From an optimization exercise on the open Yosys and OpenROAD flow, aimed at small area and a short achievable clock period; shortcuts taken in it are not production practice.
Function was checked by simulation only, so behaviour that the tests miss may differ from the original.
The clock port is modelled as an ideal driver; clocking choices that lean on that would not hold on a real chip.
No activity file was given, so power comes from the tool's default toggle rates.

[flow/design.v]
module rs_xor2(input wire a, input wire b, output wire y);
    assign y = a ^ b;
endmodule
module rs_fbg(input wire x, input wire p, input wire rn, output wire y);
    assign y = ~(x & ~p & rn);
endmodule
module rs_xnor2(input wire a, input wire b, output wire y);
    assign y = ~(a ^ b);
endmodule
module rs_inv(input wire a, output wire y);
    assign y = ~a;
endmodule
module rs_nand2(input wire a, input wire b, output wire y);
    assign y = ~(a & b);
endmodule
module reed_solomon_top(
    input  wire       clk,
    input  wire       rst_n,
    input  wire [7:0] data_in,
    output wire [7:0] code_out
);
    reg  [7:0] st;
    reg        po, dn;
    reg  [0:0] pz;    
    wire       at222 = (st == 8'h84);    
    wire       at254 = (st == 8'h80);    
    always @(posedge clk or negedge rst_n) begin
        if (!rst_n) begin
            st <= 8'h01;
            pz <= {1{1'b0}};
            po <= 1'b0;
            dn <= 1'b1;
        end else begin
            st <= {st[6:0], st[7] ^ st[5] ^ st[4] ^ st[3]};
            pz[0] <= at222 | (pz[0] & ~at254);
            po <= at222 | (po & ~at254);
            dn <= ~at222 & (dn | at254);
        end
    end
    reg  [255:0] rem;
    wire [255:0] nxt;
    wire [7:0] x;
    rs_xor2 fx0 (.a(data_in[0]), .b(rem[248]), .y(x[0]));
    wire fbn0_0;
    rs_fbg f0_0 (.x(x[0]), .p(pz[0]), .rn(rst_n), .y(fbn0_0));
    rs_xor2 fx1 (.a(data_in[1]), .b(rem[249]), .y(x[1]));
    wire fbn1_0;
    rs_fbg f1_0 (.x(x[1]), .p(pz[0]), .rn(rst_n), .y(fbn1_0));
    rs_xor2 fx2 (.a(data_in[2]), .b(rem[250]), .y(x[2]));
    wire fbn2_0;
    rs_fbg f2_0 (.x(x[2]), .p(pz[0]), .rn(rst_n), .y(fbn2_0));
    rs_xor2 fx3 (.a(data_in[3]), .b(rem[251]), .y(x[3]));
    wire fbn3_0;
    rs_fbg f3_0 (.x(x[3]), .p(pz[0]), .rn(rst_n), .y(fbn3_0));
    rs_xor2 fx4 (.a(data_in[4]), .b(rem[252]), .y(x[4]));
    wire fbn4_0;
    rs_fbg f4_0 (.x(x[4]), .p(pz[0]), .rn(rst_n), .y(fbn4_0));
    rs_xor2 fx5 (.a(data_in[5]), .b(rem[253]), .y(x[5]));
    wire fbn5_0;
    rs_fbg f5_0 (.x(x[5]), .p(pz[0]), .rn(rst_n), .y(fbn5_0));
    rs_xor2 fx6 (.a(data_in[6]), .b(rem[254]), .y(x[6]));
    wire fbn6_0;
    rs_fbg f6_0 (.x(x[6]), .p(pz[0]), .rn(rst_n), .y(fbn6_0));
    rs_xor2 fx7 (.a(data_in[7]), .b(rem[255]), .y(x[7]));
    wire fbn7_0;
    rs_fbg f7_0 (.x(x[7]), .p(pz[0]), .rn(rst_n), .y(fbn7_0));
    wire p03_0;
    wire p05_0;
    wire p06_0;
    wire p09_0;
    wire p0a_0;
    wire p0c_0;
    wire p11_0;
    wire p12_0;
    wire p14_0;
    wire p18_0;
    wire p22_0;
    wire p30_0;
    wire p42_0;
    wire p44_0;
    wire p48_0;
    wire p50_0;
    wire p60_0;
    wire p81_0;
    wire p82_0;
    wire p84_0;
    wire p90_0;
    wire pa0_0;
    wire p0b_0;
    wire p0e_0;
    wire p13_0;
    wire p16_0;
    wire p1b_0;
    wire p1c_0;
    wire p1d_0;
    wire p23_0;
    wire p25_0;
    wire p26_0;
    wire p27_0;
    wire p29_0;
    wire p2a_0;
    wire p2c_0;
    wire p2e_0;
    wire p31_0;
    wire p32_0;
    wire p35_0;
    wire p36_0;
    wire p38_0;
    wire p3a_0;
    wire p45_0;
    wire p47_0;
    wire p4a_0;
    wire p4c_0;
    wire p4d_0;
    wire p4e_0;
    wire p51_0;
    wire p53_0;
    wire p54_0;
    wire p55_0;
    wire p58_0;
    wire p59_0;
    wire p5a_0;
    wire p5c_0;
    wire p61_0;
    wire p62_0;
    wire p63_0;
    wire p65_0;
    wire p6a_0;
    wire p6c_0;
    wire p70_0;
    wire p71_0;
    wire p72_0;
    wire p74_0;
    wire p83_0;
    wire p85_0;
    wire p89_0;
    wire p8b_0;
    wire p8d_0;
    wire p8e_0;
    wire p91_0;
    wire p93_0;
    wire p95_0;
    wire p98_0;
    wire p99_0;
    wire pa1_0;
    wire pa2_0;
    wire pa3_0;
    wire pa5_0;
    wire pa8_0;
    wire pa9_0;
    wire paa_0;
    wire pb0_0;
    wire pb1_0;
    wire pc1_0;
    wire pc2_0;
    wire pc3_0;
    wire pc6_0;
    wire pca_0;
    wire pd1_0;
    wire pd2_0;
    wire pd4_0;
    wire pd8_0;
    wire pe1_0;
    wire pe2_0;
    wire pf0_0;
    rs_xor2 x_p03_0 (.a(fbn0_0), .b(fbn1_0), .y(p03_0));
    rs_xor2 x_p05_0 (.a(fbn0_0), .b(fbn2_0), .y(p05_0));
    rs_xor2 x_p06_0 (.a(fbn1_0), .b(fbn2_0), .y(p06_0));
    rs_xor2 x_p09_0 (.a(fbn0_0), .b(fbn3_0), .y(p09_0));
    rs_xor2 x_p0a_0 (.a(fbn1_0), .b(fbn3_0), .y(p0a_0));
    rs_xor2 x_p0c_0 (.a(fbn2_0), .b(fbn3_0), .y(p0c_0));
    rs_xor2 x_p11_0 (.a(fbn0_0), .b(fbn4_0), .y(p11_0));
    rs_xor2 x_p12_0 (.a(fbn1_0), .b(fbn4_0), .y(p12_0));
    rs_xor2 x_p14_0 (.a(fbn2_0), .b(fbn4_0), .y(p14_0));
    rs_xor2 x_p18_0 (.a(fbn3_0), .b(fbn4_0), .y(p18_0));
    rs_xor2 x_p22_0 (.a(fbn1_0), .b(fbn5_0), .y(p22_0));
    rs_xor2 x_p30_0 (.a(fbn4_0), .b(fbn5_0), .y(p30_0));
    rs_xor2 x_p42_0 (.a(fbn1_0), .b(fbn6_0), .y(p42_0));
    rs_xor2 x_p44_0 (.a(fbn2_0), .b(fbn6_0), .y(p44_0));
    rs_xor2 x_p48_0 (.a(fbn3_0), .b(fbn6_0), .y(p48_0));
    rs_xor2 x_p50_0 (.a(fbn4_0), .b(fbn6_0), .y(p50_0));
    rs_xor2 x_p60_0 (.a(fbn5_0), .b(fbn6_0), .y(p60_0));
    rs_xor2 x_p81_0 (.a(fbn0_0), .b(fbn7_0), .y(p81_0));
    rs_xor2 x_p82_0 (.a(fbn1_0), .b(fbn7_0), .y(p82_0));
    rs_xor2 x_p84_0 (.a(fbn2_0), .b(fbn7_0), .y(p84_0));
    rs_xor2 x_p90_0 (.a(fbn4_0), .b(fbn7_0), .y(p90_0));
    rs_xor2 x_pa0_0 (.a(fbn5_0), .b(fbn7_0), .y(pa0_0));
    rs_xor2 x_p0b_0 (.a(p0a_0), .b(fbn0_0), .y(p0b_0));
    rs_xor2 x_p0e_0 (.a(p0c_0), .b(fbn1_0), .y(p0e_0));
    rs_xor2 x_p13_0 (.a(p12_0), .b(fbn0_0), .y(p13_0));
    rs_xor2 x_p16_0 (.a(p14_0), .b(fbn1_0), .y(p16_0));
    rs_xor2 x_p1b_0 (.a(p03_0), .b(p18_0), .y(p1b_0));
    rs_xor2 x_p1c_0 (.a(p18_0), .b(fbn2_0), .y(p1c_0));
    rs_xor2 x_p1d_0 (.a(p05_0), .b(p18_0), .y(p1d_0));
    rs_xor2 x_p23_0 (.a(p22_0), .b(fbn0_0), .y(p23_0));
    rs_xor2 x_p25_0 (.a(p05_0), .b(fbn5_0), .y(p25_0));
    rs_xor2 x_p26_0 (.a(p22_0), .b(fbn2_0), .y(p26_0));
    rs_xor2 x_p27_0 (.a(p05_0), .b(p22_0), .y(p27_0));
    rs_xor2 x_p29_0 (.a(p09_0), .b(fbn5_0), .y(p29_0));
    rs_xor2 x_p2a_0 (.a(p22_0), .b(fbn3_0), .y(p2a_0));
    rs_xor2 x_p2c_0 (.a(p0c_0), .b(fbn5_0), .y(p2c_0));
    rs_xor2 x_p2e_0 (.a(p22_0), .b(p0c_0), .y(p2e_0));
    rs_xor2 x_p31_0 (.a(p30_0), .b(fbn0_0), .y(p31_0));
    rs_xor2 x_p32_0 (.a(p30_0), .b(fbn1_0), .y(p32_0));
    rs_xor2 x_p35_0 (.a(p05_0), .b(p30_0), .y(p35_0));
    rs_xor2 x_p36_0 (.a(p06_0), .b(p30_0), .y(p36_0));
    rs_xor2 x_p38_0 (.a(p30_0), .b(fbn3_0), .y(p38_0));
    rs_xor2 x_p3a_0 (.a(p0a_0), .b(p30_0), .y(p3a_0));
    rs_xor2 x_p45_0 (.a(p44_0), .b(fbn0_0), .y(p45_0));
    rs_xor2 x_p47_0 (.a(p03_0), .b(p44_0), .y(p47_0));
    rs_xor2 x_p4a_0 (.a(p48_0), .b(fbn1_0), .y(p4a_0));
    rs_xor2 x_p4c_0 (.a(p48_0), .b(fbn2_0), .y(p4c_0));
    rs_xor2 x_p4d_0 (.a(p05_0), .b(p48_0), .y(p4d_0));
    rs_xor2 x_p4e_0 (.a(p06_0), .b(p48_0), .y(p4e_0));
    rs_xor2 x_p51_0 (.a(p50_0), .b(fbn0_0), .y(p51_0));
    rs_xor2 x_p53_0 (.a(p03_0), .b(p50_0), .y(p53_0));
    rs_xor2 x_p54_0 (.a(p50_0), .b(fbn2_0), .y(p54_0));
    rs_xor2 x_p55_0 (.a(p05_0), .b(p50_0), .y(p55_0));
    rs_xor2 x_p58_0 (.a(p50_0), .b(fbn3_0), .y(p58_0));
    rs_xor2 x_p59_0 (.a(p09_0), .b(p50_0), .y(p59_0));
    rs_xor2 x_p5a_0 (.a(p0a_0), .b(p50_0), .y(p5a_0));
    rs_xor2 x_p5c_0 (.a(p0c_0), .b(p50_0), .y(p5c_0));
    rs_xor2 x_p61_0 (.a(p60_0), .b(fbn0_0), .y(p61_0));
    rs_xor2 x_p62_0 (.a(p60_0), .b(fbn1_0), .y(p62_0));
    rs_xor2 x_p63_0 (.a(p03_0), .b(p60_0), .y(p63_0));
    rs_xor2 x_p65_0 (.a(p05_0), .b(p60_0), .y(p65_0));
    rs_xor2 x_p6a_0 (.a(p0a_0), .b(p60_0), .y(p6a_0));
    rs_xor2 x_p6c_0 (.a(p0c_0), .b(p60_0), .y(p6c_0));
    rs_xor2 x_p70_0 (.a(p60_0), .b(fbn4_0), .y(p70_0));
    rs_xor2 x_p71_0 (.a(p11_0), .b(p60_0), .y(p71_0));
    rs_xor2 x_p72_0 (.a(p12_0), .b(p60_0), .y(p72_0));
    rs_xor2 x_p74_0 (.a(p14_0), .b(p60_0), .y(p74_0));
    rs_xor2 x_p83_0 (.a(p82_0), .b(fbn0_0), .y(p83_0));
    rs_xor2 x_p85_0 (.a(p84_0), .b(fbn0_0), .y(p85_0));
    rs_xor2 x_p89_0 (.a(p81_0), .b(fbn3_0), .y(p89_0));
    rs_xor2 x_p8b_0 (.a(p09_0), .b(p82_0), .y(p8b_0));
    rs_xor2 x_p8d_0 (.a(p09_0), .b(p84_0), .y(p8d_0));
    rs_xor2 x_p8e_0 (.a(p0a_0), .b(p84_0), .y(p8e_0));
    rs_xor2 x_p91_0 (.a(p90_0), .b(fbn0_0), .y(p91_0));
    rs_xor2 x_p93_0 (.a(p03_0), .b(p90_0), .y(p93_0));
    rs_xor2 x_p95_0 (.a(p05_0), .b(p90_0), .y(p95_0));
    rs_xor2 x_p98_0 (.a(p90_0), .b(fbn3_0), .y(p98_0));
    rs_xor2 x_p99_0 (.a(p09_0), .b(p90_0), .y(p99_0));
    rs_xor2 x_pa1_0 (.a(pa0_0), .b(fbn0_0), .y(pa1_0));
    rs_xor2 x_pa2_0 (.a(pa0_0), .b(fbn1_0), .y(pa2_0));
    rs_xor2 x_pa3_0 (.a(p03_0), .b(pa0_0), .y(pa3_0));
    rs_xor2 x_pa5_0 (.a(p05_0), .b(pa0_0), .y(pa5_0));
    rs_xor2 x_pa8_0 (.a(pa0_0), .b(fbn3_0), .y(pa8_0));
    rs_xor2 x_pa9_0 (.a(p09_0), .b(pa0_0), .y(pa9_0));
    rs_xor2 x_paa_0 (.a(p0a_0), .b(pa0_0), .y(paa_0));
    rs_xor2 x_pb0_0 (.a(pa0_0), .b(fbn4_0), .y(pb0_0));
    rs_xor2 x_pb1_0 (.a(p11_0), .b(pa0_0), .y(pb1_0));
    rs_xor2 x_pc1_0 (.a(p81_0), .b(fbn6_0), .y(pc1_0));
    rs_xor2 x_pc2_0 (.a(p82_0), .b(fbn6_0), .y(pc2_0));
    rs_xor2 x_pc3_0 (.a(p81_0), .b(p42_0), .y(pc3_0));
    rs_xor2 x_pc6_0 (.a(p42_0), .b(p84_0), .y(pc6_0));
    rs_xor2 x_pca_0 (.a(p82_0), .b(p48_0), .y(pca_0));
    rs_xor2 x_pd1_0 (.a(p81_0), .b(p50_0), .y(pd1_0));
    rs_xor2 x_pd2_0 (.a(p42_0), .b(p90_0), .y(pd2_0));
    rs_xor2 x_pd4_0 (.a(p44_0), .b(p90_0), .y(pd4_0));
    rs_xor2 x_pd8_0 (.a(p48_0), .b(p90_0), .y(pd8_0));
    rs_xor2 x_pe1_0 (.a(p81_0), .b(p60_0), .y(pe1_0));
    rs_xor2 x_pe2_0 (.a(p42_0), .b(pa0_0), .y(pe2_0));
    rs_xor2 x_pf0_0 (.a(p50_0), .b(pa0_0), .y(pf0_0));
    wire [247:0] rn;
    genvar q;
    generate for (q = 0; q < 248; q = q + 1) begin : rop
        rs_nand2 u (.a(rem[q]), .b(rst_n), .y(rn[q]));
    end endgenerate
    rs_xnor2 a_0 (.a(fbn3_0), .b(pe1_0), .y(nxt[0]));
    assign nxt[1] = pd2_0;
    assign nxt[2] = p4d_0;
    rs_xnor2 a_3 (.a(fbn0_0), .b(p72_0), .y(nxt[3]));
    rs_inv a_4 (.a(p0e_0), .y(nxt[4]));
    assign nxt[5] = p1d_0;
    assign nxt[6] = p3a_0;
    assign nxt[7] = p74_0;
    rs_xor2 a_8 (.a(rn[0]), .b(p16_0), .y(nxt[8]));
    rs_xor2 a_9 (.a(rn[1]), .b(p2c_0), .y(nxt[9]));
    rs_xnor2 a_10 (.a(rn[2]), .b(p4e_0), .y(nxt[10]));
    rs_xnor2 a_11 (.a(rn[3]), .b(p8b_0), .y(nxt[11]));
    rs_xor2 a_12 (.a(rn[4]), .b(fbn0_0), .y(nxt[12]));
    rs_xor2 a_13 (.a(rn[5]), .b(fbn1_0), .y(nxt[13]));
    rs_xnor2 a_14 (.a(rn[6]), .b(p05_0), .y(nxt[14]));
    rs_xor2 a_15 (.a(rn[7]), .b(p0b_0), .y(nxt[15]));
    wire t_16;
    rs_xor2 b_16 (.a(rn[8]), .b(fbn0_0), .y(t_16));
    rs_xor2 a_16 (.a(t_16), .b(p4e_0), .y(nxt[16]));
    wire t_17;
    rs_xor2 b_17 (.a(rn[9]), .b(p06_0), .y(t_17));
    rs_xnor2 a_17 (.a(t_17), .b(p99_0), .y(nxt[17]));
    rs_xnor2 a_18 (.a(rn[10]), .b(p71_0), .y(nxt[18]));
    wire t_19;
    rs_xor2 b_19 (.a(rn[11]), .b(fbn2_0), .y(t_19));
    rs_xor2 a_19 (.a(t_19), .b(pa9_0), .y(nxt[19]));
    rs_xnor2 a_20 (.a(rn[12]), .b(p14_0), .y(nxt[20]));
    rs_xor2 a_21 (.a(rn[13]), .b(p29_0), .y(nxt[21]));
    rs_xnor2 a_22 (.a(rn[14]), .b(p53_0), .y(nxt[22]));
    wire t_23;
    rs_xor2 b_23 (.a(rn[15]), .b(fbn1_0), .y(t_23));
    rs_xor2 a_23 (.a(t_23), .b(pa5_0), .y(nxt[23]));
    rs_xnor2 a_24 (.a(rn[16]), .b(p30_0), .y(nxt[24]));
    rs_xnor2 a_25 (.a(rn[17]), .b(p60_0), .y(nxt[25]));
    rs_xnor2 a_26 (.a(rn[18]), .b(pf0_0), .y(nxt[26]));
    rs_xnor2 a_27 (.a(rn[19]), .b(pd1_0), .y(nxt[27]));
    rs_xnor2 a_28 (.a(rn[20]), .b(p93_0), .y(nxt[28]));
    rs_xor2 a_29 (.a(rn[21]), .b(p26_0), .y(nxt[29]));
    rs_xor2 a_30 (.a(rn[22]), .b(p4c_0), .y(nxt[30]));
    rs_xor2 a_31 (.a(rn[23]), .b(p98_0), .y(nxt[31]));
    wire t_32, u_32;
    rs_xor2 c_32 (.a(rn[24]), .b(fbn6_0), .y(u_32));
    rs_xor2 b_32 (.a(u_32), .b(p84_0), .y(t_32));
    rs_xor2 a_32 (.a(t_32), .b(p1b_0), .y(nxt[32]));
    wire t_33;
    rs_xor2 b_33 (.a(rn[25]), .b(p14_0), .y(t_33));
    rs_xnor2 a_33 (.a(t_33), .b(paa_0), .y(nxt[33]));
    rs_xnor2 a_34 (.a(rn[26]), .b(pa3_0), .y(nxt[34]));
    rs_xnor2 a_35 (.a(rn[27]), .b(p99_0), .y(nxt[35]));
    wire t_36;
    rs_xor2 b_36 (.a(rn[28]), .b(p0c_0), .y(t_36));
    rs_xnor2 a_36 (.a(t_36), .b(pe1_0), .y(nxt[36]));
    wire t_37;
    rs_xor2 b_37 (.a(rn[29]), .b(p03_0), .y(t_37));
    rs_xnor2 a_37 (.a(t_37), .b(pd8_0), .y(nxt[37]));
    wire t_38;
    rs_xor2 b_38 (.a(rn[30]), .b(p06_0), .y(t_38));
    rs_xnor2 a_38 (.a(t_38), .b(pb1_0), .y(nxt[38]));
    wire t_39;
    rs_xor2 b_39 (.a(rn[31]), .b(p03_0), .y(t_39));
    rs_xnor2 a_39 (.a(t_39), .b(p6c_0), .y(nxt[39]));
    rs_xnor2 a_40 (.a(rn[32]), .b(p6c_0), .y(nxt[40]));
    rs_xnor2 a_41 (.a(rn[33]), .b(pd8_0), .y(nxt[41]));
    wire t_42;
    rs_xor2 b_42 (.a(rn[34]), .b(fbn2_0), .y(t_42));
    rs_xor2 a_42 (.a(t_42), .b(pd8_0), .y(nxt[42]));
    wire t_43;
    rs_xor2 b_43 (.a(rn[35]), .b(fbn0_0), .y(t_43));
    rs_xor2 a_43 (.a(t_43), .b(pd4_0), .y(nxt[43]));
    rs_xnor2 a_44 (.a(rn[36]), .b(pc6_0), .y(nxt[44]));
    rs_xnor2 a_45 (.a(rn[37]), .b(p8d_0), .y(nxt[45]));
    rs_xnor2 a_46 (.a(rn[38]), .b(p1b_0), .y(nxt[46]));
    rs_xnor2 a_47 (.a(rn[39]), .b(p36_0), .y(nxt[47]));
    rs_xnor2 a_48 (.a(rn[40]), .b(pb1_0), .y(nxt[48]));
    rs_xnor2 a_49 (.a(rn[41]), .b(p63_0), .y(nxt[49]));
    wire t_50;
    rs_xor2 b_50 (.a(rn[42]), .b(fbn1_0), .y(t_50));
    rs_xor2 a_50 (.a(t_50), .b(p74_0), .y(nxt[50]));
    wire t_51;
    rs_xor2 b_51 (.a(rn[43]), .b(fbn0_0), .y(t_51));
    rs_xor2 a_51 (.a(t_51), .b(p5c_0), .y(nxt[51]));
    rs_xor2 a_52 (.a(rn[44]), .b(p0b_0), .y(nxt[52]));
    rs_xor2 a_53 (.a(rn[45]), .b(p16_0), .y(nxt[53]));
    rs_xor2 a_54 (.a(rn[46]), .b(p2c_0), .y(nxt[54]));
    rs_xor2 a_55 (.a(rn[47]), .b(p58_0), .y(nxt[55]));
    rs_xor2 a_56 (.a(rn[48]), .b(pa8_0), .y(nxt[56]));
    rs_xnor2 a_57 (.a(rn[49]), .b(p50_0), .y(nxt[57]));
    rs_xor2 a_58 (.a(rn[50]), .b(fbn3_0), .y(nxt[58]));
    wire t_59;
    rs_xor2 b_59 (.a(rn[51]), .b(fbn3_0), .y(t_59));
    rs_xor2 a_59 (.a(t_59), .b(pb1_0), .y(nxt[59]));
    wire t_60;
    rs_xor2 b_60 (.a(rn[52]), .b(fbn1_0), .y(t_60));
    rs_xor2 a_60 (.a(t_60), .b(pd8_0), .y(nxt[60]));
    wire t_61;
    rs_xor2 b_61 (.a(rn[53]), .b(fbn2_0), .y(t_61));
    rs_xor2 a_61 (.a(t_61), .b(pb1_0), .y(nxt[61]));
    rs_xnor2 a_62 (.a(rn[54]), .b(p6a_0), .y(nxt[62]));
    rs_xnor2 a_63 (.a(rn[55]), .b(pd4_0), .y(nxt[63]));
    wire t_64;
    rs_xor2 b_64 (.a(rn[56]), .b(p0c_0), .y(t_64));
    rs_xnor2 a_64 (.a(t_64), .b(pe1_0), .y(nxt[64]));
    wire t_65;
    rs_xor2 b_65 (.a(rn[57]), .b(p03_0), .y(t_65));
    rs_xnor2 a_65 (.a(t_65), .b(pd8_0), .y(nxt[65]));
    rs_xnor2 a_66 (.a(rn[58]), .b(p5a_0), .y(nxt[66]));
    rs_xnor2 a_67 (.a(rn[59]), .b(p59_0), .y(nxt[67]));
    wire t_68;
    rs_xor2 b_68 (.a(rn[60]), .b(fbn1_0), .y(t_68));
    rs_xor2 a_68 (.a(t_68), .b(p5c_0), .y(nxt[68]));
    wire t_69;
    rs_xor2 b_69 (.a(rn[61]), .b(p0c_0), .y(t_69));
    rs_xnor2 a_69 (.a(t_69), .b(pb1_0), .y(nxt[69]));
    wire t_70;
    rs_xor2 b_70 (.a(rn[62]), .b(p09_0), .y(t_70));
    rs_xnor2 a_70 (.a(t_70), .b(p72_0), .y(nxt[70]));
    wire t_71;
    rs_xor2 b_71 (.a(rn[63]), .b(p06_0), .y(t_71));
    rs_xnor2 a_71 (.a(t_71), .b(pf0_0), .y(nxt[71]));
    rs_xnor2 a_72 (.a(rn[64]), .b(p18_0), .y(nxt[72]));
    rs_xor2 a_73 (.a(rn[65]), .b(p31_0), .y(nxt[73]));
    wire t_74;
    rs_xor2 b_74 (.a(rn[66]), .b(fbn3_0), .y(t_74));
    rs_xor2 a_74 (.a(t_74), .b(p72_0), .y(nxt[74]));
    wire t_75;
    rs_xor2 b_75 (.a(rn[67]), .b(fbn7_0), .y(t_75));
    rs_xor2 a_75 (.a(t_75), .b(p6c_0), .y(nxt[75]));
    rs_xor2 a_76 (.a(rn[68]), .b(pc1_0), .y(nxt[76]));
    rs_xor2 a_77 (.a(rn[69]), .b(p83_0), .y(nxt[77]));
    rs_xnor2 a_78 (.a(rn[70]), .b(p06_0), .y(nxt[78]));
    rs_xnor2 a_79 (.a(rn[71]), .b(p0c_0), .y(nxt[79]));
    wire t_80;
    rs_xor2 b_80 (.a(rn[72]), .b(p09_0), .y(t_80));
    rs_xnor2 a_80 (.a(t_80), .b(pe2_0), .y(nxt[80]));
    wire t_81;
    rs_xor2 b_81 (.a(rn[73]), .b(p03_0), .y(t_81));
    rs_xnor2 a_81 (.a(t_81), .b(pd4_0), .y(nxt[81]));
    rs_xnor2 a_82 (.a(rn[74]), .b(p44_0), .y(nxt[82]));
    rs_xor2 a_83 (.a(rn[75]), .b(p62_0), .y(nxt[83]));
    rs_xnor2 a_84 (.a(rn[76]), .b(p2e_0), .y(nxt[84]));
    wire t_85;
    rs_xor2 b_85 (.a(rn[77]), .b(fbn0_0), .y(t_85));
    rs_xor2 a_85 (.a(t_85), .b(p5c_0), .y(nxt[85]));
    wire t_86;
    rs_xor2 b_86 (.a(rn[78]), .b(fbn4_0), .y(t_86));
    rs_xor2 a_86 (.a(t_86), .b(paa_0), .y(nxt[86]));
    wire t_87;
    rs_xor2 b_87 (.a(rn[79]), .b(fbn0_0), .y(t_87));
    rs_xor2 a_87 (.a(t_87), .b(p74_0), .y(nxt[87]));
    wire t_88;
    rs_xor2 b_88 (.a(rn[80]), .b(fbn7_0), .y(t_88));
    rs_xor2 a_88 (.a(t_88), .b(p36_0), .y(nxt[88]));
    wire t_89;
    rs_xor2 b_89 (.a(rn[81]), .b(fbn0_0), .y(t_89));
    rs_xor2 a_89 (.a(t_89), .b(p6c_0), .y(nxt[89]));
    rs_xnor2 a_90 (.a(rn[82]), .b(p6c_0), .y(nxt[90]));
    wire t_91;
    rs_xor2 b_91 (.a(rn[83]), .b(fbn1_0), .y(t_91));
    rs_xor2 a_91 (.a(t_91), .b(p6c_0), .y(nxt[91]));
    wire t_92;
    rs_xor2 b_92 (.a(rn[84]), .b(fbn0_0), .y(t_92));
    rs_xor2 a_92 (.a(t_92), .b(p6a_0), .y(nxt[92]));
    wire t_93;
    rs_xor2 b_93 (.a(rn[85]), .b(fbn1_0), .y(t_93));
    rs_xor2 a_93 (.a(t_93), .b(pd4_0), .y(nxt[93]));
    wire t_94;
    rs_xor2 b_94 (.a(rn[86]), .b(fbn2_0), .y(t_94));
    rs_xor2 a_94 (.a(t_94), .b(pa9_0), .y(nxt[94]));
    wire t_95;
    rs_xor2 b_95 (.a(rn[87]), .b(fbn0_0), .y(t_95));
    rs_xor2 a_95 (.a(t_95), .b(p5a_0), .y(nxt[95]));
    wire t_96;
    rs_xor2 b_96 (.a(rn[88]), .b(fbn0_0), .y(t_96));
    rs_xor2 a_96 (.a(t_96), .b(p2e_0), .y(nxt[96]));
    wire t_97;
    rs_xor2 b_97 (.a(rn[89]), .b(p03_0), .y(t_97));
    rs_xnor2 a_97 (.a(t_97), .b(p5c_0), .y(nxt[97]));
    rs_xnor2 a_98 (.a(rn[90]), .b(p90_0), .y(nxt[98]));
    rs_xor2 a_99 (.a(rn[91]), .b(p0e_0), .y(nxt[99]));
    rs_xor2 a_100 (.a(rn[92]), .b(p32_0), .y(nxt[100]));
    rs_xnor2 a_101 (.a(rn[93]), .b(p65_0), .y(nxt[101]));
    wire t_102;
    rs_xor2 b_102 (.a(rn[94]), .b(fbn0_0), .y(t_102));
    rs_xor2 a_102 (.a(t_102), .b(pca_0), .y(nxt[102]));
    wire t_103;
    rs_xor2 b_103 (.a(rn[95]), .b(fbn1_0), .y(t_103));
    rs_xor2 a_103 (.a(t_103), .b(p95_0), .y(nxt[103]));
    rs_xnor2 a_104 (.a(rn[96]), .b(p22_0), .y(nxt[104]));
    rs_xor2 a_105 (.a(rn[97]), .b(p45_0), .y(nxt[105]));
    rs_xnor2 a_106 (.a(rn[98]), .b(pa9_0), .y(nxt[106]));
    rs_xor2 a_107 (.a(rn[99]), .b(p70_0), .y(nxt[107]));
    rs_xor2 a_108 (.a(rn[100]), .b(pc2_0), .y(nxt[108]));
    rs_xnor2 a_109 (.a(rn[101]), .b(p84_0), .y(nxt[109]));
    rs_xor2 a_110 (.a(rn[102]), .b(fbn3_0), .y(nxt[110]));
    rs_xnor2 a_111 (.a(rn[103]), .b(p11_0), .y(nxt[111]));
    wire t_112;
    rs_xor2 b_112 (.a(rn[104]), .b(fbn2_0), .y(t_112));
    rs_xor2 a_112 (.a(t_112), .b(paa_0), .y(nxt[112]));
    rs_xnor2 a_113 (.a(rn[105]), .b(p5c_0), .y(nxt[113]));
    rs_xor2 a_114 (.a(rn[106]), .b(p16_0), .y(nxt[114]));
    rs_xnor2 a_115 (.a(rn[107]), .b(p82_0), .y(nxt[115]));
    rs_xnor2 a_116 (.a(rn[108]), .b(paa_0), .y(nxt[116]));
    rs_xnor2 a_117 (.a(rn[109]), .b(p55_0), .y(nxt[117]));
    wire t_118;
    rs_xor2 b_118 (.a(rn[110]), .b(fbn0_0), .y(t_118));
    rs_xor2 a_118 (.a(t_118), .b(paa_0), .y(nxt[118]));
    wire t_119;
    rs_xor2 b_119 (.a(rn[111]), .b(fbn1_0), .y(t_119));
    rs_xor2 a_119 (.a(t_119), .b(p55_0), .y(nxt[119]));
    rs_xnor2 a_120 (.a(rn[112]), .b(p12_0), .y(nxt[120]));
    rs_xor2 a_121 (.a(rn[113]), .b(p25_0), .y(nxt[121]));
    rs_xnor2 a_122 (.a(rn[114]), .b(p59_0), .y(nxt[122]));
    rs_xor2 a_123 (.a(rn[115]), .b(pa1_0), .y(nxt[123]));
    rs_xor2 a_124 (.a(rn[116]), .b(p51_0), .y(nxt[124]));
    rs_xor2 a_125 (.a(rn[117]), .b(pa2_0), .y(nxt[125]));
    rs_xnor2 a_126 (.a(rn[118]), .b(p44_0), .y(nxt[126]));
    rs_xor2 a_127 (.a(rn[119]), .b(p89_0), .y(nxt[127]));
    wire t_128;
    rs_xor2 b_128 (.a(rn[120]), .b(fbn2_0), .y(t_128));
    rs_xor2 a_128 (.a(t_128), .b(p99_0), .y(nxt[128]));
    wire t_129;
    rs_xor2 b_129 (.a(rn[121]), .b(fbn0_0), .y(t_129));
    rs_xor2 a_129 (.a(t_129), .b(p3a_0), .y(nxt[129]));
    wire t_130;
    rs_xor2 b_130 (.a(rn[122]), .b(p09_0), .y(t_130));
    rs_xnor2 a_130 (.a(t_130), .b(pe2_0), .y(nxt[130]));
    rs_xor2 a_131 (.a(rn[123]), .b(p4a_0), .y(nxt[131]));
    rs_xnor2 a_132 (.a(rn[124]), .b(p09_0), .y(nxt[132]));
    rs_xor2 a_133 (.a(rn[125]), .b(p13_0), .y(nxt[133]));
    rs_xnor2 a_134 (.a(rn[126]), .b(p27_0), .y(nxt[134]));
    rs_xnor2 a_135 (.a(rn[127]), .b(p4e_0), .y(nxt[135]));
    rs_xor2 a_136 (.a(rn[128]), .b(p61_0), .y(nxt[136]));
    rs_xor2 a_137 (.a(rn[129]), .b(pc2_0), .y(nxt[137]));
    wire t_138;
    rs_xor2 b_138 (.a(rn[130]), .b(fbn2_0), .y(t_138));
    rs_xor2 a_138 (.a(t_138), .b(pe1_0), .y(nxt[138]));
    wire t_139;
    rs_xor2 b_139 (.a(rn[131]), .b(fbn0_0), .y(t_139));
    rs_xor2 a_139 (.a(t_139), .b(paa_0), .y(nxt[139]));
    rs_xnor2 a_140 (.a(rn[132]), .b(p36_0), .y(nxt[140]));
    rs_xnor2 a_141 (.a(rn[133]), .b(p6c_0), .y(nxt[141]));
    rs_xnor2 a_142 (.a(rn[134]), .b(pd8_0), .y(nxt[142]));
    rs_xor2 a_143 (.a(rn[135]), .b(pb0_0), .y(nxt[143]));
    rs_xnor2 a_144 (.a(rn[136]), .b(p12_0), .y(nxt[144]));
    rs_xor2 a_145 (.a(rn[137]), .b(p25_0), .y(nxt[145]));
    rs_xnor2 a_146 (.a(rn[138]), .b(p59_0), .y(nxt[146]));
    rs_xor2 a_147 (.a(rn[139]), .b(pa1_0), .y(nxt[147]));
    rs_xor2 a_148 (.a(rn[140]), .b(p51_0), .y(nxt[148]));
    rs_xor2 a_149 (.a(rn[141]), .b(pa2_0), .y(nxt[149]));
    rs_xnor2 a_150 (.a(rn[142]), .b(p44_0), .y(nxt[150]));
    rs_xor2 a_151 (.a(rn[143]), .b(p89_0), .y(nxt[151]));
    rs_xor2 a_152 (.a(rn[144]), .b(fbn0_0), .y(nxt[152]));
    rs_xor2 a_153 (.a(rn[145]), .b(fbn1_0), .y(nxt[153]));
    rs_xor2 a_154 (.a(rn[146]), .b(fbn2_0), .y(nxt[154]));
    rs_xor2 a_155 (.a(rn[147]), .b(fbn3_0), .y(nxt[155]));
    rs_xor2 a_156 (.a(rn[148]), .b(fbn4_0), .y(nxt[156]));
    rs_xor2 a_157 (.a(rn[149]), .b(fbn5_0), .y(nxt[157]));
    rs_xor2 a_158 (.a(rn[150]), .b(fbn6_0), .y(nxt[158]));
    rs_xor2 a_159 (.a(rn[151]), .b(fbn7_0), .y(nxt[159]));
    rs_xnor2 a_160 (.a(rn[152]), .b(p4e_0), .y(nxt[160]));
    wire t_161;
    rs_xor2 b_161 (.a(rn[153]), .b(fbn2_0), .y(t_161));
    rs_xor2 a_161 (.a(t_161), .b(p99_0), .y(nxt[161]));
    wire t_162;
    rs_xor2 b_162 (.a(rn[154]), .b(fbn0_0), .y(t_162));
    rs_xor2 a_162 (.a(t_162), .b(p74_0), .y(nxt[162]));
    rs_xnor2 a_163 (.a(rn[155]), .b(pa5_0), .y(nxt[163]));
    rs_xor2 a_164 (.a(rn[156]), .b(fbn2_0), .y(nxt[164]));
    rs_xnor2 a_165 (.a(rn[157]), .b(p09_0), .y(nxt[165]));
    rs_xor2 a_166 (.a(rn[158]), .b(p13_0), .y(nxt[166]));
    rs_xnor2 a_167 (.a(rn[159]), .b(p27_0), .y(nxt[167]));
    rs_xor2 a_168 (.a(rn[160]), .b(p2a_0), .y(nxt[168]));
    rs_xor2 a_169 (.a(rn[161]), .b(p54_0), .y(nxt[169]));
    rs_xor2 a_170 (.a(rn[162]), .b(p83_0), .y(nxt[170]));
    rs_xor2 a_171 (.a(rn[163]), .b(p2c_0), .y(nxt[171]));
    rs_xnor2 a_172 (.a(rn[164]), .b(p72_0), .y(nxt[172]));
    wire t_173;
    rs_xor2 b_173 (.a(rn[165]), .b(fbn2_0), .y(t_173));
    rs_xor2 a_173 (.a(t_173), .b(pe1_0), .y(nxt[173]));
    rs_xnor2 a_174 (.a(rn[166]), .b(pca_0), .y(nxt[174]));
    rs_xnor2 a_175 (.a(rn[167]), .b(p95_0), .y(nxt[175]));
    rs_xor2 a_176 (.a(rn[168]), .b(p54_0), .y(nxt[176]));
    rs_xnor2 a_177 (.a(rn[169]), .b(pa9_0), .y(nxt[177]));
    rs_xnor2 a_178 (.a(rn[170]), .b(p06_0), .y(nxt[178]));
    rs_xor2 a_179 (.a(rn[171]), .b(p58_0), .y(nxt[179]));
    wire t_180;
    rs_xor2 b_180 (.a(rn[172]), .b(fbn2_0), .y(t_180));
    rs_xor2 a_180 (.a(t_180), .b(pe1_0), .y(nxt[180]));
    rs_xnor2 a_181 (.a(rn[173]), .b(pca_0), .y(nxt[181]));
    rs_xnor2 a_182 (.a(rn[174]), .b(p95_0), .y(nxt[182]));
    rs_xor2 a_183 (.a(rn[175]), .b(p2a_0), .y(nxt[183]));
    rs_xor2 a_184 (.a(rn[176]), .b(p29_0), .y(nxt[184]));
    rs_xnor2 a_185 (.a(rn[177]), .b(p53_0), .y(nxt[185]));
    rs_xnor2 a_186 (.a(rn[178]), .b(p8e_0), .y(nxt[186]));
    rs_xnor2 a_187 (.a(rn[179]), .b(p35_0), .y(nxt[187]));
    rs_xnor2 a_188 (.a(rn[180]), .b(p42_0), .y(nxt[188]));
    rs_xor2 a_189 (.a(rn[181]), .b(p85_0), .y(nxt[189]));
    rs_xnor2 a_190 (.a(rn[182]), .b(p0a_0), .y(nxt[190]));
    rs_xnor2 a_191 (.a(rn[183]), .b(p14_0), .y(nxt[191]));
    rs_xnor2 a_192 (.a(rn[184]), .b(pe1_0), .y(nxt[192]));
    rs_xnor2 a_193 (.a(rn[185]), .b(pc3_0), .y(nxt[193]));
    wire t_194;
    rs_xor2 b_194 (.a(rn[186]), .b(fbn1_0), .y(t_194));
    rs_xor2 a_194 (.a(t_194), .b(p65_0), .y(nxt[194]));
    wire t_195;
    rs_xor2 b_195 (.a(rn[187]), .b(fbn0_0), .y(t_195));
    rs_xor2 a_195 (.a(t_195), .b(p2e_0), .y(nxt[195]));
    wire t_196;
    rs_xor2 b_196 (.a(rn[188]), .b(p14_0), .y(t_196));
    rs_xnor2 a_196 (.a(t_196), .b(paa_0), .y(nxt[196]));
    wire t_197;
    rs_xor2 b_197 (.a(rn[189]), .b(fbn3_0), .y(t_197));
    rs_xor2 a_197 (.a(t_197), .b(p74_0), .y(nxt[197]));
    wire t_198;
    rs_xor2 b_198 (.a(rn[190]), .b(fbn3_0), .y(t_198));
    rs_xor2 a_198 (.a(t_198), .b(pf0_0), .y(nxt[198]));
    rs_xnor2 a_199 (.a(rn[191]), .b(pf0_0), .y(nxt[199]));
    rs_xnor2 a_200 (.a(rn[192]), .b(p8e_0), .y(nxt[200]));
    rs_xor2 a_201 (.a(rn[193]), .b(p1c_0), .y(nxt[201]));
    wire t_202;
    rs_xor2 b_202 (.a(rn[194]), .b(fbn7_0), .y(t_202));
    rs_xor2 a_202 (.a(t_202), .b(p36_0), .y(nxt[202]));
    wire t_203;
    rs_xor2 b_203 (.a(rn[195]), .b(fbn0_0), .y(t_203));
    rs_xor2 a_203 (.a(t_203), .b(pe2_0), .y(nxt[203]));
    rs_xnor2 a_204 (.a(rn[196]), .b(p48_0), .y(nxt[204]));
    rs_xor2 a_205 (.a(rn[197]), .b(p91_0), .y(nxt[205]));
    rs_xor2 a_206 (.a(rn[198]), .b(p23_0), .y(nxt[206]));
    rs_xnor2 a_207 (.a(rn[199]), .b(p47_0), .y(nxt[207]));
    wire t_208;
    rs_xor2 b_208 (.a(rn[200]), .b(p0a_0), .y(t_208));
    rs_xnor2 a_208 (.a(t_208), .b(p74_0), .y(nxt[208]));
    wire t_209, u_209;
    rs_xor2 c_209 (.a(rn[201]), .b(fbn7_0), .y(u_209));
    rs_xor2 b_209 (.a(u_209), .b(p60_0), .y(t_209));
    rs_xor2 a_209 (.a(t_209), .b(p1d_0), .y(nxt[209]));
    rs_xor2 a_210 (.a(rn[202]), .b(p85_0), .y(nxt[210]));
    rs_xnor2 a_211 (.a(rn[203]), .b(p74_0), .y(nxt[211]));
    wire t_212;
    rs_xor2 b_212 (.a(rn[204]), .b(fbn1_0), .y(t_212));
    rs_xor2 a_212 (.a(t_212), .b(p95_0), .y(nxt[212]));
    wire t_213;
    rs_xor2 b_213 (.a(rn[205]), .b(fbn0_0), .y(t_213));
    rs_xor2 a_213 (.a(t_213), .b(p2e_0), .y(nxt[213]));
    wire t_214;
    rs_xor2 b_214 (.a(rn[206]), .b(p03_0), .y(t_214));
    rs_xnor2 a_214 (.a(t_214), .b(p5c_0), .y(nxt[214]));
    wire t_215, u_215;
    rs_xor2 c_215 (.a(rn[207]), .b(fbn5_0), .y(u_215));
    rs_xor2 b_215 (.a(u_215), .b(p84_0), .y(t_215));
    rs_xor2 a_215 (.a(t_215), .b(p1b_0), .y(nxt[215]));
    rs_xor2 a_216 (.a(rn[208]), .b(fbn1_0), .y(nxt[216]));
    rs_xnor2 a_217 (.a(rn[209]), .b(p05_0), .y(nxt[217]));
    rs_xnor2 a_218 (.a(rn[210]), .b(p09_0), .y(nxt[218]));
    rs_xnor2 a_219 (.a(rn[211]), .b(p11_0), .y(nxt[219]));
    rs_xor2 a_220 (.a(rn[212]), .b(fbn5_0), .y(nxt[220]));
    rs_xor2 a_221 (.a(rn[213]), .b(fbn6_0), .y(nxt[221]));
    rs_xor2 a_222 (.a(rn[214]), .b(fbn7_0), .y(nxt[222]));
    rs_xor2 a_223 (.a(rn[215]), .b(fbn0_0), .y(nxt[223]));
    rs_xnor2 a_224 (.a(rn[216]), .b(p18_0), .y(nxt[224]));
    rs_xor2 a_225 (.a(rn[217]), .b(p31_0), .y(nxt[225]));
    wire t_226;
    rs_xor2 b_226 (.a(rn[218]), .b(fbn3_0), .y(t_226));
    rs_xor2 a_226 (.a(t_226), .b(p72_0), .y(nxt[226]));
    wire t_227;
    rs_xor2 b_227 (.a(rn[219]), .b(fbn7_0), .y(t_227));
    rs_xor2 a_227 (.a(t_227), .b(p6c_0), .y(nxt[227]));
    rs_xor2 a_228 (.a(rn[220]), .b(pc1_0), .y(nxt[228]));
    rs_xor2 a_229 (.a(rn[221]), .b(p83_0), .y(nxt[229]));
    rs_xnor2 a_230 (.a(rn[222]), .b(p06_0), .y(nxt[230]));
    rs_xnor2 a_231 (.a(rn[223]), .b(p0c_0), .y(nxt[231]));
    rs_xnor2 a_232 (.a(rn[224]), .b(p1b_0), .y(nxt[232]));
    rs_xnor2 a_233 (.a(rn[225]), .b(p36_0), .y(nxt[233]));
    wire t_234;
    rs_xor2 b_234 (.a(rn[226]), .b(p03_0), .y(t_234));
    rs_xnor2 a_234 (.a(t_234), .b(p74_0), .y(nxt[234]));
    wire t_235;
    rs_xor2 b_235 (.a(rn[227]), .b(p05_0), .y(t_235));
    rs_xnor2 a_235 (.a(t_235), .b(pf0_0), .y(nxt[235]));
    wire t_236;
    rs_xor2 b_236 (.a(rn[228]), .b(fbn0_0), .y(t_236));
    rs_xor2 a_236 (.a(t_236), .b(pf0_0), .y(nxt[236]));
    wire t_237;
    rs_xor2 b_237 (.a(rn[229]), .b(fbn0_0), .y(t_237));
    rs_xor2 a_237 (.a(t_237), .b(pe2_0), .y(nxt[237]));
    rs_xnor2 a_238 (.a(rn[230]), .b(pc6_0), .y(nxt[238]));
    rs_xnor2 a_239 (.a(rn[231]), .b(p8d_0), .y(nxt[239]));
    rs_xnor2 a_240 (.a(rn[232]), .b(p71_0), .y(nxt[240]));
    rs_xnor2 a_241 (.a(rn[233]), .b(pe2_0), .y(nxt[241]));
    wire t_242;
    rs_xor2 b_242 (.a(rn[234]), .b(fbn2_0), .y(t_242));
    rs_xor2 a_242 (.a(t_242), .b(pb1_0), .y(nxt[242]));
    rs_xnor2 a_243 (.a(rn[235]), .b(p1b_0), .y(nxt[243]));
    rs_xnor2 a_244 (.a(rn[236]), .b(p47_0), .y(nxt[244]));
    rs_xnor2 a_245 (.a(rn[237]), .b(p8e_0), .y(nxt[245]));
    rs_xor2 a_246 (.a(rn[238]), .b(p1c_0), .y(nxt[246]));
    rs_xor2 a_247 (.a(rn[239]), .b(p38_0), .y(nxt[247]));
    rs_xnor2 a_248 (.a(rn[240]), .b(p8e_0), .y(nxt[248]));
    rs_xor2 a_249 (.a(rn[241]), .b(p1c_0), .y(nxt[249]));
    wire t_250;
    rs_xor2 b_250 (.a(rn[242]), .b(fbn7_0), .y(t_250));
    rs_xor2 a_250 (.a(t_250), .b(p36_0), .y(nxt[250]));
    wire t_251;
    rs_xor2 b_251 (.a(rn[243]), .b(fbn0_0), .y(t_251));
    rs_xor2 a_251 (.a(t_251), .b(pe2_0), .y(nxt[251]));
    rs_xnor2 a_252 (.a(rn[244]), .b(p48_0), .y(nxt[252]));
    rs_xor2 a_253 (.a(rn[245]), .b(p91_0), .y(nxt[253]));
    rs_xor2 a_254 (.a(rn[246]), .b(p23_0), .y(nxt[254]));
    rs_xnor2 a_255 (.a(rn[247]), .b(p47_0), .y(nxt[255]));
    always @(posedge clk) rem <= nxt;
    wire [7:0] sd, sr;
    genvar g;
    generate for (g = 0; g < 8; g = g + 1) begin : omux
        rs_nand2 nd (.a(data_in[g]), .b(dn), .y(sd[g]));
        rs_nand2 nr (.a(rem[248+g]), .b(po), .y(sr[g]));
        rs_nand2 no (.a(sd[g]), .b(sr[g]), .y(code_out[g]));
    end endgenerate
endmodule
[flow/flow/run.sh]
#!/bin/bash
set -euo pipefail
HERE=$(pwd)
CTS="-sink_clustering_enable -repair_clock_nets -sink_clustering_size 24 -sink_clustering_max_diameter 100 -dont_use_dummy_load"
DU="sky130_fd_sc_hd__probe_p_8 sky130_fd_sc_hd__probec_p_8 sky130_fd_sc_hd__lpflow_bleeder_1 sky130_fd_sc_hd__lpflow_clkbufkapwr_1 sky130_fd_sc_hd__lpflow_clkbufkapwr_16 sky130_fd_sc_hd__lpflow_clkbufkapwr_2 sky130_fd_sc_hd__lpflow_clkbufkapwr_4 sky130_fd_sc_hd__lpflow_clkbufkapwr_8 sky130_fd_sc_hd__lpflow_clkinvkapwr_1 sky130_fd_sc_hd__lpflow_clkinvkapwr_16 sky130_fd_sc_hd__lpflow_clkinvkapwr_2 sky130_fd_sc_hd__lpflow_clkinvkapwr_4 sky130_fd_sc_hd__lpflow_clkinvkapwr_8 sky130_fd_sc_hd__lpflow_decapkapwr_12 sky130_fd_sc_hd__lpflow_decapkapwr_3 sky130_fd_sc_hd__lpflow_decapkapwr_4 sky130_fd_sc_hd__lpflow_decapkapwr_6 sky130_fd_sc_hd__lpflow_decapkapwr_8 sky130_fd_sc_hd__lpflow_inputiso0n_1 sky130_fd_sc_hd__lpflow_inputiso0p_1 sky130_fd_sc_hd__lpflow_inputiso1n_1 sky130_fd_sc_hd__lpflow_inputiso1p_1 sky130_fd_sc_hd__lpflow_inputisolatch_1 sky130_fd_sc_hd__lpflow_isobufsrc_1 sky130_fd_sc_hd__lpflow_isobufsrc_16 sky130_fd_sc_hd__lpflow_isobufsrc_2 sky130_fd_sc_hd__lpflow_isobufsrc_4 sky130_fd_sc_hd__lpflow_isobufsrc_8 sky130_fd_sc_hd__lpflow_isobufsrckapwr_16 sky130_fd_sc_hd__lpflow_lsbuf_lh_hl_isowell_tap_1 sky130_fd_sc_hd__lpflow_lsbuf_lh_hl_isowell_tap_2 sky130_fd_sc_hd__lpflow_lsbuf_lh_hl_isowell_tap_4 sky130_fd_sc_hd__lpflow_lsbuf_lh_isowell_4 sky130_fd_sc_hd__lpflow_lsbuf_lh_isowell_tap_1 sky130_fd_sc_hd__lpflow_lsbuf_lh_isowell_tap_2 sky130_fd_sc_hd__lpflow_lsbuf_lh_isowell_tap_4 sky130_fd_sc_hd__xor2_4 sky130_fd_sc_hd__xnor2_4"
ARGS=("SKIP_INCREMENTAL_REPAIR=1" "BUFFER_PORTS_ARGS=-buffer_cell sky130_fd_sc_hd__buf_2" "CTS_ARGS=$CTS" "DONT_USE_CELLS=$DU")
bash standard.sh "${ARGS[@]}" cts > standard_cts.log 2>&1
RES=$HERE/orfs/results/sky130hd/reed_solomon_top/base
MARGIN=$(sed -n 's/^export SETUP_SLACK_MARGIN *= *//p' config.mk)
RES=$RES TARGET=$MARGIN LIB=$FLOW_HOME/platforms/sky130hd/lib/sky130_fd_sc_hd__tt_025C_1v80.lib \
  DONT_USE_CELLS="$DU" openroad -no_init -exit flow/recover.tcl > recover.log 2>&1
bash standard.sh "${ARGS[@]}" finish > standard.log 2>&1
[flow/flow/recover.tcl]
# Area recovery after CTS: remove data-path buffers (not port buffers), then downsize
# combinational cells (never flip-flops or clock cells), one at a time, keeping each change
# only if the worst setup slack stays at or above the target and no max-slew /
# max-capacitance violation appears.
set res $::env(RES)
set target $::env(TARGET)
read_db $res/4_cts.odb
read_liberty $::env(LIB)
read_sdc $res/4_cts.sdc
source $::env(FLOW_HOME)/platforms/sky130hd/setRC.tcl
set_propagated_clock [all_clocks]
estimate_parasitics -placement
report_design_area
report_worst_slack
# never ask for more than the slack timing repair reached
set ws [expr {[sta::worst_slack_cmd max]*1e9}]
if {$ws < $target} { set target [expr {$ws - 0.005}] }
puts "recovery target slack $target"

set slew0 [sta::max_slew_violation_count]
set cap0 [sta::max_capacitance_violation_count]
proc try_remove_buffer {name target} {
  set block [ord::get_db_block]
  set dbi [$block findInst $name]
  set in_it [$dbi findITerm A]; set out_it [$dbi findITerm X]
  if {$in_it == "NULL" || $out_it == "NULL"} { return 0 }
  set nin [$in_it getNet]; set nout [$out_it getNet]
  if {$nin == "NULL" || $nout == "NULL"} { return 0 }
  if {[llength [$nout getBTerms]] > 0 || [llength [$nin getBTerms]] > 0} { return 0 }
  set loads {}
  foreach it [$nout getITerms] { if {[$it getInst] != $dbi} { lappend loads $it } }
  foreach it $loads { $it disconnect; $it connect $nin }
  estimate_parasitics -placement
  if {[sta::worst_slack_cmd max] >= $target*1e-9 && [sta::max_slew_violation_count] <= $::slew0 && [sta::max_capacitance_violation_count] <= $::cap0} {
    $in_it disconnect
    odb::dbInst_destroy $dbi
    odb::dbNet_destroy $nout
    return 1
  }
  foreach it $loads { $it disconnect; $it connect $nout }
  estimate_parasitics -placement
  return 0
}
proc smaller_cells {name} {
  if {![regexp {^(sky130_fd_sc_hd__)(.*)_([0-9]+)$} $name -> pre base drv]} { return {} }
  set out {}
  foreach d {0 1 2 4 6 8 12 16} {
    if {$d >= $drv} break
    set c "${pre}${base}_$d"
    if {[llength [get_lib_cells -quiet */$c]] > 0} { lappend out $c }
  }
  return $out
}
proc remove_pass {target} {
  set nb 0
  foreach inst [get_cells *] {
    set lc [get_property $inst ref_name]
    if {![regexp {__buf_[0-9]+$} $lc]} continue
    set nm [get_full_name $inst]
    if {[regexp {^(input|output)} $nm]} continue
    if {[try_remove_buffer $nm $target]} { puts "removed buffer $nm"; incr nb }
  }
  puts "removed $nb buffers"
  return $nb
}
proc downsize_pass {target} {
  set n 0
  foreach inst [get_cells *] {
    set lc [get_property $inst ref_name]
    if {[regexp {df|clkbuf|clkinv|dly|tap|fill|decap} $lc]} continue
    foreach c [smaller_cells $lc] {
      replace_cell $inst [lindex [get_lib_cells */$c] 0]
      estimate_parasitics -placement
      if {[sta::worst_slack_cmd max] >= $target*1e-9 && [sta::max_slew_violation_count] <= $::slew0 && [sta::max_capacitance_violation_count] <= $::cap0} {
        puts "resized [get_full_name $inst] $lc -> $c"
        incr n
        break
      }
      replace_cell $inst [lindex [get_lib_cells */$lc] 0]
      estimate_parasitics -placement
    }
  }
  puts "downsized $n instances"
  return $n
}
proc recover_all {target} {
  for {set pass 0} {$pass < 3} {incr pass} {
    set k [expr {[remove_pass $target] + [downsize_pass $target]}]
    report_design_area
    if {$k == 0} break
  }
}
recover_all $target
# second round: let timing repair work on the trimmed design, then trim again
set_dont_use $::env(DONT_USE_CELLS)
repair_timing -setup -setup_margin $::env(TARGET) -skip_last_gasp
estimate_parasitics -placement
report_design_area
report_worst_slack
set ws [expr {[sta::worst_slack_cmd max]*1e9}]
set target2 $::env(TARGET)
if {$ws < $target2} { set target2 [expr {$ws - 0.005}] }
puts "second recovery target slack $target2"
recover_all $target2
report_design_area
report_worst_slack
write_db $res/4_cts.odb
[flow/standard.sh]
#!/bin/bash
# synth_recipe.tcl (not shown) runs the flow's synth.tcl, then flattens the netlist and writes it again
# the make line also repeats each setting of config.mk as NAME=value (left out here)
make -C /OpenROAD-flow-scripts/flow DESIGN_CONFIG=/design/flow/config.mk WORK_HOME=/design/flow/orfs CLKGATE_MAP_FILE= SYNTH_SCRIPT=/design/flow/synth_recipe.tcl "${@:-finish}"
[flow/config.mk]
export PLATFORM = sky130hd
export DESIGN_NAME = reed_solomon_top
export DESIGN_NICKNAME = reed_solomon_top
export VERILOG_FILES = /design/flow/design.v
export SDC_FILE = /design/flow/constraint.sdc
export NUM_CORES = 4
export LEC_CHECK = 0
export CAP_MARGIN = 20
export CORE_MARGIN = 2
export CORE_UTILIZATION = 40
export CTS_CLUSTER_DIAMETER = 100
export CTS_CLUSTER_SIZE = 24
export SETUP_SLACK_MARGIN = 2.0
export SLEW_MARGIN = 20
export SYNTH_HIERARCHICAL = 1
export SYNTH_MINIMUM_KEEP_SIZE = 0
[flow/constraint.sdc]
create_clock -name core_clock -period 4.0 [get_ports {clk}]
set_input_delay 0.8000 -clock core_clock [delete_from_list [all_inputs] [get_ports {clk}]]
set_output_delay 0.8000 -clock core_clock [all_outputs]
set_load 0.01 [all_outputs]
==> impl_metrics.toml <==
[status]
outcome = "aborted with a tool error"
haltStage = "5_1_grt"
error = "[ERROR DRT-0073] No access point for rebuffer237/A (sky130_fd_sc_hd__buf_1)."

[yosys]
ys_seq_elements = 267
synth_xor_xnor_area_share_pct = 36.94
synth_adder_area_share_pct = 0
yosysWarnings = 7
synth_fp_nets = 1003
synth_compound_area_share_pct = 0
synth_top_family_by_area = "XOR/XNOR gates"
synth_mux_area_share_pct = 0.3133
synth_area_um2 = 10380
synth_cells = 993
synthSimpleGateAreaFrac_pct = 10.64
ys_seq_area_share_pct = 52.03
syn_avg_cell_area_um2 = 10.46
synth_cell_types = 12

[clocking]
clockRootBuffer = "clkbuf_16"
numCtsBuffers = 15
cts.path.max_buffers = 3
htreeDepth = 1
cts.sinks = 267

[die]
die_h_um = 165.1
start_util_pct = 41.00
io_pins = 18
die_x_um = 165.1
rows = 58

[place]
port_buffers = 17
gp_congestion = 0.8199
place_ws_ns = 0.7792
dp_cells = 1376
dp_hpwl_um = 16760
## power by group through the flow
stage / clock network, uW / logic, uW / registers, uW
4_1_cts: 1560 / 8470 / 4710
3_5_place_dp: 0 / 6890 / 4760
3_3_place_gp: 0 / 6830 / 4750
2_1_floorplan: 0 / 5000 / 4610
## modules after synthesis, one instance, submodules excluded
module	cells inside	cell area, um^2	copies in the design	flip-flops and latches
reed_solomon_top	277	5489	1	267
rs_xnor2	1	8.758	118	0
rs_xor2	1	8.758	317	0
rs_fbg	1	7.507	8	0
rs_inv	1	3.754	1	0
rs_nand2	1	3.754	272	0
## synth_stat cells
library cell,number,area share (%)
dfrtp_1,9,2.2
xor2_1,318,27
nor3b_1,1,0.072
nand2_1,273,9.9
dfxtp_1,256,49
mux2_2,2,0.22
nor4_2,1,0.12
dfstp_2,2,0.51
nand3b_1,8,0.58
mux2i_1,1,0.096
inv_1,2,0.072
xnor2_1,120,10
## worst max path at each step
stage	cells after the start	from	endpoint	slack, ns
3_5_place_dp	6	rst_n	rem[43]$_DFF_P_	0.78
2_1_floorplan	5	data_in[0]	rem[215]$_DFF_P_	-0.33
4_1_cts	3	dn$_DFF_PN1_	code_out[5]	1.81
3_3_place_gp	6	rst_n	rem[71]$_DFF_P_	0.77
## cell families after synthesis
kind of cell           after synthesis
AND/OR/NAND/NOR                    283
multiplexers                         3
flip-flops                         267
buffers and inverters                2
XOR/XNOR                           438
## metrics by stage
step,instance area [um^2],TNS (ns)
floorplan,10670,-10.45
global placement,11500,0
detailed placement,11500,0
CTS,12900,0
## repair_timing
item                                    4_1_cts
buffers inserted                             70
endpoints found under the hold margin         0
endpoints found under the setup margin      236
gates resized for setup                      54
pin swaps                                    22
gates cloned                                  4
hold buffers                                  0
